This design comes from an exercise in tuning for small area on the open sky130 flow, not from production work. Only the layout flow was run in this run; the RTL was not checked for function there. Power figures rest on the tool's default switching activity, not on a simulated workload.

<file path="flow/run.sh">
#!/bin/bash
# synth_recipe.tcl (not shown) runs the flow's synth.tcl, then flattens the netlist and writes it again
# the make line also repeats each setting of config.mk as NAME=value (left out here)
make -C /OpenROAD-flow-scripts/flow DESIGN_CONFIG=/design/flow/config.mk WORK_HOME=/design/flow/orfs CLKGATE_MAP_FILE= SYNTH_SCRIPT=/design/flow/synth_recipe.tcl finish
</file>
<file path="flow/config.mk">
export PLATFORM = sky130hd
export DESIGN_NAME = ALU_TOP
export DESIGN_NICKNAME = ALU_TOP
export VERILOG_FILES = /design/flow/design.v
export SDC_FILE = /design/flow/constraint.sdc
export NUM_CORES = 4
export LEC_CHECK = 0
export ABC_AREA = 1
export CAP_MARGIN = 20
export CORE_MARGIN = 2
export CORE_UTILIZATION = 40
export GPL_TIMING_DRIVEN = 0
export SLEW_MARGIN = 20
</file>
<file path="flow/constraint.sdc">
create_clock -name core_clock -period 34.0 [get_ports {Clk}]
set_input_delay 6.8000 -clock core_clock [delete_from_list [all_inputs] [get_ports {Clk}]]
set_output_delay 6.8000 -clock core_clock [all_outputs]
set_load 0.01 [all_outputs]
</file>
<file path="flow/design.v">
module Decoder_UNIT (
 input  wire [1:0] ALU_FUN,
 output wire       Arith_Enable,Logic_Enable,CMP_Enable,Shift_Enable
);
assign Arith_Enable = ALU_FUN == 2'b00;
assign Logic_Enable = ALU_FUN == 2'b01;
assign CMP_Enable   = ALU_FUN == 2'b10;
assign Shift_Enable = ALU_FUN == 2'b11;
endmodule
module ARITHMETIC_UNIT #(parameter WIDTH=16)
(
 input  wire [WIDTH-1:0] A,B,
 input  wire [3:0]       FUN,
 output wire [WIDTH-1:0] Arith_comb,
 output wire             Carry_comb,
 output wire             Ge,      
 output wire             Eq       
);
wire mul = FUN[1] & ~FUN[0] & ~FUN[3];
wire div = FUN[1] &  FUN[0] & ~FUN[3];
wire sub = FUN[0] | FUN[3];
wire [WIDTH-1:0] Y1 = B ^ {WIDTH{sub}};
wire [WIDTH-1:0] Y2 = {Y1[WIDTH-2:0], sub};
wire [WIDTH-1:0] Y3;
wire [WIDTH:0]   c3;
assign c3[0] = sub;
assign Y3 = Y1 ^ Y2 ^ c3[WIDTH-1:0];
assign c3[WIDTH:1] = (Y1 & Y2) | (c3[WIDTH-1:0] & (Y1 ^ Y2));
wire [WIDTH-1:0] Q;
wire [15:0] x16 = mul ? {WIDTH{1'b0}} : A;
wire [1:0] a14 = x16[15:14];
wire [1:0] y14_1 = Y1[1:0];
wire [2:0] c14_1;
wire [1:0] r14_1;
assign c14_1[0] = sub;
assign r14_1 = a14 ^ y14_1 ^ c14_1[1:0];
assign c14_1[2:1] = (a14 & y14_1) | (c14_1[1:0] & (a14 ^ y14_1));
wire [1:0] y14_2 = Y2[1:0];
wire [2:0] c14_2;
wire [1:0] r14_2;
assign c14_2[0] = sub;
assign r14_2 = a14 ^ y14_2 ^ c14_2[1:0];
assign c14_2[2:1] = (a14 & y14_2) | (c14_2[1:0] & (a14 ^ y14_2));
wire [1:0] y14_3 = Y3[1:0];
wire [2:0] c14_3;
wire [1:0] r14_3;
assign c14_3[0] = sub;
assign r14_3 = a14 ^ y14_3 ^ c14_3[1:0];
assign c14_3[2:1] = (a14 & y14_3) | (c14_3[1:0] & (a14 ^ y14_3));
wire ok14_1 = c14_1[2] & (B < 16'd4);
wire ok14_2 = c14_2[2] & (B < 16'd2);
wire ok14_3 = c14_3[2] & (B <= 16'd1);
wire [1:0] q14 = {ok14_2, ok14_3 | (ok14_1 & ~ok14_2)};
wire [1:0] sel14 = mul ? A[15:14] : div ? q14 : 2'b00;
assign Q[15:14] = q14;
wire [15:0] x14 = {(sel14 == 2'd3) ? r14_3 : (sel14 == 2'd2) ? r14_2 : (sel14 == 2'd1) ? r14_1 : a14, x16[13:0]};
wire [3:0] a12 = x14[15:12];
wire [3:0] y12_1 = Y1[3:0];
wire [4:0] c12_1;
wire [3:0] r12_1;
assign c12_1[0] = sub;
assign r12_1 = a12 ^ y12_1 ^ c12_1[3:0];
assign c12_1[4:1] = (a12 & y12_1) | (c12_1[3:0] & (a12 ^ y12_1));
wire [3:0] y12_2 = Y2[3:0];
wire [4:0] c12_2;
wire [3:0] r12_2;
assign c12_2[0] = sub;
assign r12_2 = a12 ^ y12_2 ^ c12_2[3:0];
assign c12_2[4:1] = (a12 & y12_2) | (c12_2[3:0] & (a12 ^ y12_2));
wire [3:0] y12_3 = Y3[3:0];
wire [4:0] c12_3;
wire [3:0] r12_3;
assign c12_3[0] = sub;
assign r12_3 = a12 ^ y12_3 ^ c12_3[3:0];
assign c12_3[4:1] = (a12 & y12_3) | (c12_3[3:0] & (a12 ^ y12_3));
wire ok12_1 = c12_1[4] & (B < 16'd16);
wire ok12_2 = c12_2[4] & (B < 16'd8);
wire ok12_3 = c12_3[4] & (B <= 16'd5);
wire [1:0] q12 = {ok12_2, ok12_3 | (ok12_1 & ~ok12_2)};
wire [1:0] sel12 = mul ? A[13:12] : div ? q12 : 2'b00;
assign Q[13:12] = q12;
wire [15:0] x12 = {(sel12 == 2'd3) ? r12_3 : (sel12 == 2'd2) ? r12_2 : (sel12 == 2'd1) ? r12_1 : a12, x14[11:0]};
wire [5:0] a10 = x12[15:10];
wire [5:0] y10_1 = Y1[5:0];
wire [6:0] c10_1;
wire [5:0] r10_1;
assign c10_1[0] = sub;
assign r10_1 = a10 ^ y10_1 ^ c10_1[5:0];
assign c10_1[6:1] = (a10 & y10_1) | (c10_1[5:0] & (a10 ^ y10_1));
wire [5:0] y10_2 = Y2[5:0];
wire [6:0] c10_2;
wire [5:0] r10_2;
assign c10_2[0] = sub;
assign r10_2 = a10 ^ y10_2 ^ c10_2[5:0];
assign c10_2[6:1] = (a10 & y10_2) | (c10_2[5:0] & (a10 ^ y10_2));
wire [5:0] y10_3 = Y3[5:0];
wire [6:0] c10_3;
wire [5:0] r10_3;
assign c10_3[0] = sub;
assign r10_3 = a10 ^ y10_3 ^ c10_3[5:0];
assign c10_3[6:1] = (a10 & y10_3) | (c10_3[5:0] & (a10 ^ y10_3));
wire ok10_1 = c10_1[6] & (B < 16'd64);
wire ok10_2 = c10_2[6] & (B < 16'd32);
wire ok10_3 = c10_3[6] & (B <= 16'd21);
wire [1:0] q10 = {ok10_2, ok10_3 | (ok10_1 & ~ok10_2)};
wire [1:0] sel10 = mul ? A[11:10] : div ? q10 : 2'b00;
assign Q[11:10] = q10;
wire [15:0] x10 = {(sel10 == 2'd3) ? r10_3 : (sel10 == 2'd2) ? r10_2 : (sel10 == 2'd1) ? r10_1 : a10, x12[9:0]};
wire [7:0] a8 = x10[15:8];
wire [7:0] y8_1 = Y1[7:0];
wire [8:0] c8_1;
wire [7:0] r8_1;
assign c8_1[0] = sub;
assign r8_1 = a8 ^ y8_1 ^ c8_1[7:0];
assign c8_1[8:1] = (a8 & y8_1) | (c8_1[7:0] & (a8 ^ y8_1));
wire [7:0] y8_2 = Y2[7:0];
wire [8:0] c8_2;
wire [7:0] r8_2;
assign c8_2[0] = sub;
assign r8_2 = a8 ^ y8_2 ^ c8_2[7:0];
assign c8_2[8:1] = (a8 & y8_2) | (c8_2[7:0] & (a8 ^ y8_2));
wire [7:0] y8_3 = Y3[7:0];
wire [8:0] c8_3;
wire [7:0] r8_3;
assign c8_3[0] = sub;
assign r8_3 = a8 ^ y8_3 ^ c8_3[7:0];
assign c8_3[8:1] = (a8 & y8_3) | (c8_3[7:0] & (a8 ^ y8_3));
wire ok8_1 = c8_1[8] & (B < 16'd256);
wire ok8_2 = c8_2[8] & (B < 16'd128);
wire ok8_3 = c8_3[8] & (B <= 16'd85);
wire [1:0] q8 = {ok8_2, ok8_3 | (ok8_1 & ~ok8_2)};
wire [1:0] sel8 = mul ? A[9:8] : div ? q8 : 2'b00;
assign Q[9:8] = q8;
wire [15:0] x8 = {(sel8 == 2'd3) ? r8_3 : (sel8 == 2'd2) ? r8_2 : (sel8 == 2'd1) ? r8_1 : a8, x10[7:0]};
wire [9:0] a6 = x8[15:6];
wire [9:0] y6_1 = Y1[9:0];
wire [10:0] c6_1;
wire [9:0] r6_1;
assign c6_1[0] = sub;
assign r6_1 = a6 ^ y6_1 ^ c6_1[9:0];
assign c6_1[10:1] = (a6 & y6_1) | (c6_1[9:0] & (a6 ^ y6_1));
wire [9:0] y6_2 = Y2[9:0];
wire [10:0] c6_2;
wire [9:0] r6_2;
assign c6_2[0] = sub;
assign r6_2 = a6 ^ y6_2 ^ c6_2[9:0];
assign c6_2[10:1] = (a6 & y6_2) | (c6_2[9:0] & (a6 ^ y6_2));
wire [9:0] y6_3 = Y3[9:0];
wire [10:0] c6_3;
wire [9:0] r6_3;
assign c6_3[0] = sub;
assign r6_3 = a6 ^ y6_3 ^ c6_3[9:0];
assign c6_3[10:1] = (a6 & y6_3) | (c6_3[9:0] & (a6 ^ y6_3));
wire ok6_1 = c6_1[10] & (B < 16'd1024);
wire ok6_2 = c6_2[10] & (B < 16'd512);
wire ok6_3 = c6_3[10] & (B <= 16'd341);
wire [1:0] q6 = {ok6_2, ok6_3 | (ok6_1 & ~ok6_2)};
wire [1:0] sel6 = mul ? A[7:6] : div ? q6 : 2'b00;
assign Q[7:6] = q6;
wire [15:0] x6 = {(sel6 == 2'd3) ? r6_3 : (sel6 == 2'd2) ? r6_2 : (sel6 == 2'd1) ? r6_1 : a6, x8[5:0]};
wire [11:0] a4 = x6[15:4];
wire [11:0] y4_1 = Y1[11:0];
wire [12:0] c4_1;
wire [11:0] r4_1;
assign c4_1[0] = sub;
assign r4_1 = a4 ^ y4_1 ^ c4_1[11:0];
assign c4_1[12:1] = (a4 & y4_1) | (c4_1[11:0] & (a4 ^ y4_1));
wire [11:0] y4_2 = Y2[11:0];
wire [12:0] c4_2;
wire [11:0] r4_2;
assign c4_2[0] = sub;
assign r4_2 = a4 ^ y4_2 ^ c4_2[11:0];
assign c4_2[12:1] = (a4 & y4_2) | (c4_2[11:0] & (a4 ^ y4_2));
wire [11:0] y4_3 = Y3[11:0];
wire [12:0] c4_3;
wire [11:0] r4_3;
assign c4_3[0] = sub;
assign r4_3 = a4 ^ y4_3 ^ c4_3[11:0];
assign c4_3[12:1] = (a4 & y4_3) | (c4_3[11:0] & (a4 ^ y4_3));
wire ok4_1 = c4_1[12] & (B < 16'd4096);
wire ok4_2 = c4_2[12] & (B < 16'd2048);
wire ok4_3 = c4_3[12] & (B <= 16'd1365);
wire [1:0] q4 = {ok4_2, ok4_3 | (ok4_1 & ~ok4_2)};
wire [1:0] sel4 = mul ? A[5:4] : div ? q4 : 2'b00;
assign Q[5:4] = q4;
wire [15:0] x4 = {(sel4 == 2'd3) ? r4_3 : (sel4 == 2'd2) ? r4_2 : (sel4 == 2'd1) ? r4_1 : a4, x6[3:0]};
wire [13:0] a2 = x4[15:2];
wire [13:0] y2_1 = Y1[13:0];
wire [14:0] c2_1;
wire [13:0] r2_1;
assign c2_1[0] = sub;
assign r2_1 = a2 ^ y2_1 ^ c2_1[13:0];
assign c2_1[14:1] = (a2 & y2_1) | (c2_1[13:0] & (a2 ^ y2_1));
wire [13:0] y2_2 = Y2[13:0];
wire [14:0] c2_2;
wire [13:0] r2_2;
assign c2_2[0] = sub;
assign r2_2 = a2 ^ y2_2 ^ c2_2[13:0];
assign c2_2[14:1] = (a2 & y2_2) | (c2_2[13:0] & (a2 ^ y2_2));
wire [13:0] y2_3 = Y3[13:0];
wire [14:0] c2_3;
wire [13:0] r2_3;
assign c2_3[0] = sub;
assign r2_3 = a2 ^ y2_3 ^ c2_3[13:0];
assign c2_3[14:1] = (a2 & y2_3) | (c2_3[13:0] & (a2 ^ y2_3));
wire ok2_1 = c2_1[14] & (B < 16'd16384);
wire ok2_2 = c2_2[14] & (B < 16'd8192);
wire ok2_3 = c2_3[14] & (B <= 16'd5461);
wire [1:0] q2 = {ok2_2, ok2_3 | (ok2_1 & ~ok2_2)};
wire [1:0] sel2 = mul ? A[3:2] : div ? q2 : 2'b00;
assign Q[3:2] = q2;
wire [15:0] x2 = {(sel2 == 2'd3) ? r2_3 : (sel2 == 2'd2) ? r2_2 : (sel2 == 2'd1) ? r2_1 : a2, x4[1:0]};
wire [15:0] a0 = x2[15:0];
wire [15:0] y0_1 = Y1[15:0];
wire [16:0] c0_1;
wire [15:0] r0_1;
assign c0_1[0] = sub;
assign r0_1 = a0 ^ y0_1 ^ c0_1[15:0];
assign c0_1[16:1] = (a0 & y0_1) | (c0_1[15:0] & (a0 ^ y0_1));
wire [15:0] y0_2 = Y2[15:0];
wire [16:0] c0_2;
wire [15:0] r0_2;
assign c0_2[0] = sub;
assign r0_2 = a0 ^ y0_2 ^ c0_2[15:0];
assign c0_2[16:1] = (a0 & y0_2) | (c0_2[15:0] & (a0 ^ y0_2));
wire [15:0] y0_3 = Y3[15:0];
wire [16:0] c0_3;
wire [15:0] r0_3;
assign c0_3[0] = sub;
assign r0_3 = a0 ^ y0_3 ^ c0_3[15:0];
assign c0_3[16:1] = (a0 & y0_3) | (c0_3[15:0] & (a0 ^ y0_3));
wire ok0_1 = c0_1[16] & 1'b1;
wire ok0_2 = c0_2[16] & (B < 16'd32768);
wire ok0_3 = c0_3[16] & (B <= 16'd21845);
wire [1:0] q0 = {ok0_2, ok0_3 | (ok0_1 & ~ok0_2)};
wire [1:0] sel0 = mul ? A[1:0] : div ? q0 : 2'b01;
assign Q[1:0] = q0;
wire [15:0] x0 = (sel0 == 2'd3) ? r0_3 : (sel0 == 2'd2) ? r0_2 : (sel0 == 2'd1) ? r0_1 : a0;
assign Arith_comb = div ? Q : x0;
assign Carry_comb = ~FUN[3] & ~FUN[2] & ~FUN[1] & ~FUN[0] & c0_1[WIDTH];
assign Ge = c0_1[WIDTH];
assign Eq = ~|r0_1;
endmodule
module LOGIC_UNIT #(parameter WIDTH=16)
(
 input  wire [WIDTH-1:0] A,B,
 input  wire [1:0]       Logic_FUN,
 output wire [WIDTH-1:0] Logic_comb
);
assign Logic_comb = {WIDTH{Logic_FUN[1]}} ^ (Logic_FUN[0] ? (A | B) : (A & B));
endmodule
module CMP_UNIT
(
 input  wire       Ge, Eq,
 input  wire [1:0] CMP_FUN,
 output wire [1:0] CMP_comb
);
wire lt = ~Ge;
wire gt = Ge & ~Eq;
assign CMP_comb[0] = CMP_FUN[0] & (CMP_FUN[1] ? lt : Eq);
assign CMP_comb[1] = CMP_FUN[1] & (CMP_FUN[0] ? lt : gt);
endmodule
module SHIFT_UNIT #(parameter WIDTH=16)
(
 input  wire [WIDTH-1:0] A,B,
 input  wire [1:0]       Shift_FUN,
 output wire [WIDTH-1:0] Shift_comb
);
wire [WIDTH-1:0] src = Shift_FUN[1] ? B : A;
assign Shift_comb = Shift_FUN[0] ? {src[WIDTH-2:0],1'b0} : {1'b0,src[WIDTH-1:1]};
endmodule
module ALU_TOP #(parameter WIDTH=16)
(
 input wire      [WIDTH-1:0]      A,B,
 input wire      [3:0]            ALU_FUN,
 input wire                       Clk,RST,
 output reg      [WIDTH-1:0]      Arith_OUT,Logic_OUT,
 output reg      [WIDTH-1:0]      CMP_OUT,SHIFT_OUT,
 output reg                       Carry_OUT,Arith_Flag,Logic_Flag,CMP_Flag,SHIFT_Flag
);
wire             Arith_Enable,Logic_Enable,CMP_Enable,Shift_Enable;
wire [WIDTH-1:0] Arith_comb,Logic_comb,Shift_comb;
wire [1:0]       CMP_comb;
wire             Carry_comb,Ge,Eq;
Decoder_UNIT U_Decoder (
.ALU_FUN(ALU_FUN[3:2]),
.Arith_Enable(Arith_Enable),
.Logic_Enable(Logic_Enable),
.CMP_Enable(CMP_Enable),
.Shift_Enable(Shift_Enable)
);
ARITHMETIC_UNIT U_Arithmetic (
.A(A), .B(B), .FUN(ALU_FUN),
.Arith_comb(Arith_comb), .Carry_comb(Carry_comb), .Ge(Ge), .Eq(Eq)
);
LOGIC_UNIT U_Logic (.A(A), .B(B), .Logic_FUN(ALU_FUN[1:0]), .Logic_comb(Logic_comb));
CMP_UNIT U_CMP (.Ge(Ge), .Eq(Eq), .CMP_FUN(ALU_FUN[1:0]), .CMP_comb(CMP_comb));
SHIFT_UNIT U_Shift (.A(A), .B(B), .Shift_FUN(ALU_FUN[1:0]), .Shift_comb(Shift_comb));
always @(posedge Clk or negedge RST)
 begin
  if(!RST)
   begin
    Arith_OUT  <= 'b0;
    Logic_OUT  <= 'b0;
    CMP_OUT    <= 'b0;
    SHIFT_OUT  <= 'b0;
    Carry_OUT  <= 1'b0;
    Arith_Flag <= 1'b0;
    Logic_Flag <= 1'b0;
    CMP_Flag   <= 1'b0;
    SHIFT_Flag <= 1'b0;
   end
  else
   begin
    Arith_OUT  <= Arith_Enable ? Arith_comb : 'b0;
    Logic_OUT  <= Logic_Enable ? Logic_comb : 'b0;
    CMP_OUT    <= CMP_Enable   ? {{(WIDTH-2){1'b0}},CMP_comb} : 'b0;
    SHIFT_OUT  <= Shift_Enable ? Shift_comb : 'b0;
    Carry_OUT  <= Carry_comb;
    Arith_Flag <= Arith_Enable;
    Logic_Flag <= Logic_Enable;
    CMP_Flag   <= CMP_Enable;
    SHIFT_Flag <= Shift_Enable;
   end
 end
endmodule
</file>
==> impl_metrics.ini <==
[placed_design]
post-place-ws_ps = -5100
gp_congestion = 0.937
placedCellCount = 1808
port_buffers = 89
place_hpwl_um = 31400

[pwr]
p_per_area_nw_per_um2 = 43.4
p_sw_share_pct = 50.9
cell_internal_pwr_mw = 0.313
ir_worst_vdd_uv = 16.5
leakagePower_nw = 6.57
seqPwrFrac_pct = 11.5
switchingPower_mw = 0.324
p_comb_share_pct = 80.1
clkPwrFrac_pct = 8.4

[floorplan]
die_h_um = 168
io_pins = 107
core_area_sq_um = 26700
std_cell_rows = 60
initial_core_util_pct = 40.4
dieArea_sq_um = 28300
die_x_um = 168

[synthesis]
synth.most_common_cell = nand2_1
synth_cell_types = 61
synth.area.top_cells = fa_1, dfrtp_1, nand2_1, inv_1, ha_1
postSynth.asyncResetShare_pct = 100
ys_seq_area_share_pct = 12.7
synth_top_area_cell = fa_1
synth_common_cells = nand2_1, inv_1, fa_1
synth_edf_count = 0
synth_top_area_share_pct = 34.5
syn_avg_cell_area_sq_um = 7.94
synth_cells = 1360
syn-cell-area_sq_um = 10800
synth_seq_cells = 55
synthFlopType = dfrtp_1
yosysWarningCount = 1

[clock_tree]
cts_made_buffers = 5
cts_buffer_depth = 2
hold_buffers = 0
cts_root_buf = clkbuf_16
cts_sinks = 55
cts_tree = built
path_clk_slew_ps = 80
htreeDepth = 2

[routing]
wl_um = 40400
top_layer_used = met4
drcViolationCount = 0
drt-initial-drc-count = 855
first_pass_iters = 5
drtAntennaViolNets = 0
vias_per_cell = 5.41
wl_met3_um = 2580
wl_per_cell_um = 20.9
met1_length_um = 16900
route.met2.wl_um = 18900
num_vias = 10434

[setup_path]
end_kind = register
worstPathArrival_ps = 34560
cp.required_ps = 34220
cpMaxStageDelayCell = fa_1
startpoint = ALU_FUN[0]
critPathKind = in2reg
path_buf_inv = 32
crit_top_cell = fa_2
start_kind = primary input
critical_path.max_stage_delay_ps = 540
cp_max_fo = 9
critPathTopFamily = adder cells

[hold_path]
hold_path.class = in2async

[global_routing]
antenna_found_initial = 0
grt.total_usage_pct = 28.8
grt_pass1_vias = 10520
grt_max_degree = 56
grt_pass1_wl_um = 61500
overflow = 0

[finish]
layout-drive-gt1-share_pct = 36.7
num_antenna_cells = 0
fin_util_pct = 54.9
area_delta_synth_final_pct = 35.8
fin_nets = 1843
fin_cells = 1928

[timing]
finalSetupViolations = 15
tightest_slew_ps = 896
finalHoldViolCount = 0
fin_ws_ps = -343
holdWs_ps = 6530
relSlewSlack_pct = 40.2
period_share_pct = 101
max_freq_mhz = 29.1
setup-tns-final_ps = -3480
finalMaxSlewViolations = 0
period_needed_ps = 34340
rsz0062_at_grt = true

[run_status]
outcome = failed layout checks
so.violations = negative setup slack

[job]
maxCapViolations = 0
==> cells in the final DEF, fill, tap and decap left out, drive strengths merged, types with 2 or more instances in the layout <==
master and n:
a31oi 6, clkinvlp 2, dfrtp 55, buf 145
dlygate4sd2 4, o22ai 22, or2 16, clkinv 6
conb 14, nand2 304, a221o 8, a221oi 4
nand4 4, nand3 36, clkbuf 35, and2 3
clkdlybuf4s15 3, o21ai 102, inv 230, nor3 12
ha 33, xor2 38, a21oi 83, nor4 3
clkdlybuf4s50 70, fa 186, a211oi 2, o21a 8
o21bai 15, o211ai 5, a21boi 8, o2111ai 4
nor2 108, a22o 4
==> cell type report <==
cell class                 instances  area [sq um]
fill                            2410         12100
clock buffer                       5           125
multi-input combinational       1037          9540
inverter                         235           926
sequential                        55          1380
tap                              341           427
clock inverter                     3          22.5
buffer                            45           344
timing repair buffer             207          1910
==> stage by stage <==
step / total power, mW / area [sq um]
2_1_floorplan: 0.376 / 11300
3_3_place_gp: 0.497 / 12600
3_5_place_dp: 0.513 / 12800
4_1_cts: 0.607 / 14200
5_1_grt: 0.704 / 14700
6_report: 0.637 / 14700
==> layer usage <==
layer	vias up	global-route usage [%]
li1	4716	-
met1	5174	38.4
met2	453	47.4
met3	91	2.77
met4	0	13.6
met5	-	0
==> registers in the layout, summed over array words and instances (netlist names) <==
| register | cells |
|---|---|
| CMP_Flag | 1 |
| Carry_OUT | 1 |
| Logic_OUT | 16 |
| SHIFT_Flag | 1 |
| CMP_OUT | 2 |
| SHIFT_OUT | 16 |
| Logic_Flag | 1 |
| Arith_OUT | 16 |
| Arith_Flag | 1 |
==> logic make-up (layout without fill, tap and decap cells) <==
family	after synthesis	after routing	share of synthesized area [%]
and+or+nand+nor	488	488	19.4
adders and majority gates	219	219	38.3
AOI/OAI and AO/OA	276	277	16.0
xor gates and xnor gates	39	39	3.16
buffers and inverters	282	495	10.4
DFF	55	55	12.7
other	1	14	0.0347
==> repair_timing <==
| action | in CTS | in global routing |
|---|---|---|
| gates cloned | 2 | 0 |
| resized for setup | 262 | 114 |
| pin swaps | 100 | 83 |
| endpoints found under the setup margin | 19 | 19 |
| buffers inserted | 84 | 28 |
==> worst paths after layout <==
path	end	slack, ps	cells after the start
max	Arith_OUT[4]	-340	135
min	Arith_OUT[13]	6530	1
max in group asynchronous	SHIFT_OUT[11]	27000	1
min in group core_clock	Arith_Flag	6880	3
==> power by group through the flow <==
| stage | Sequential [mW] | Clock, mW | Combinational, mW |
|---|---|---|---|
| after detailed placement | 0.0745 | 0 | 0.438 |
| after CTS | 0.0732 | 0.0542 | 0.480 |
| after global placement | 0.0743 | 0 | 0.423 |
| after floorplan | 0.0780 | 0 | 0.298 |
| after global routing | 0.0736 | 0.0571 | 0.573 |
| final | 0.0731 | 0.0538 | 0.510 |

## separate check: timing with driven ports
How much do the figures lean on ideal ports? The routed layout below was timed once more, with nothing changed but the port constraints. Step 1: set_driving_cell puts a clkbuf_16 on Clk and a buf_2 on each other input, an assumption about the parent block. Step 2 times the ports against the registers' clock, not the clock port: input delays grow and output delays shrink by t, the midpoint of the rising clock arrivals with the driver on. Three values: ideal, step 1, step 2; two values: the first two.
shift t [ns]: 0.345
setup WS [ns]: -0.343 / -0.351 / -0.696
worst setup path at the end: input to register
worst register clock-pin slew, ns: 0.08 / 0.08
For this run, drivers alone change the setup slack by -0.008 ns; drivers and shift together by -0.353 ns.
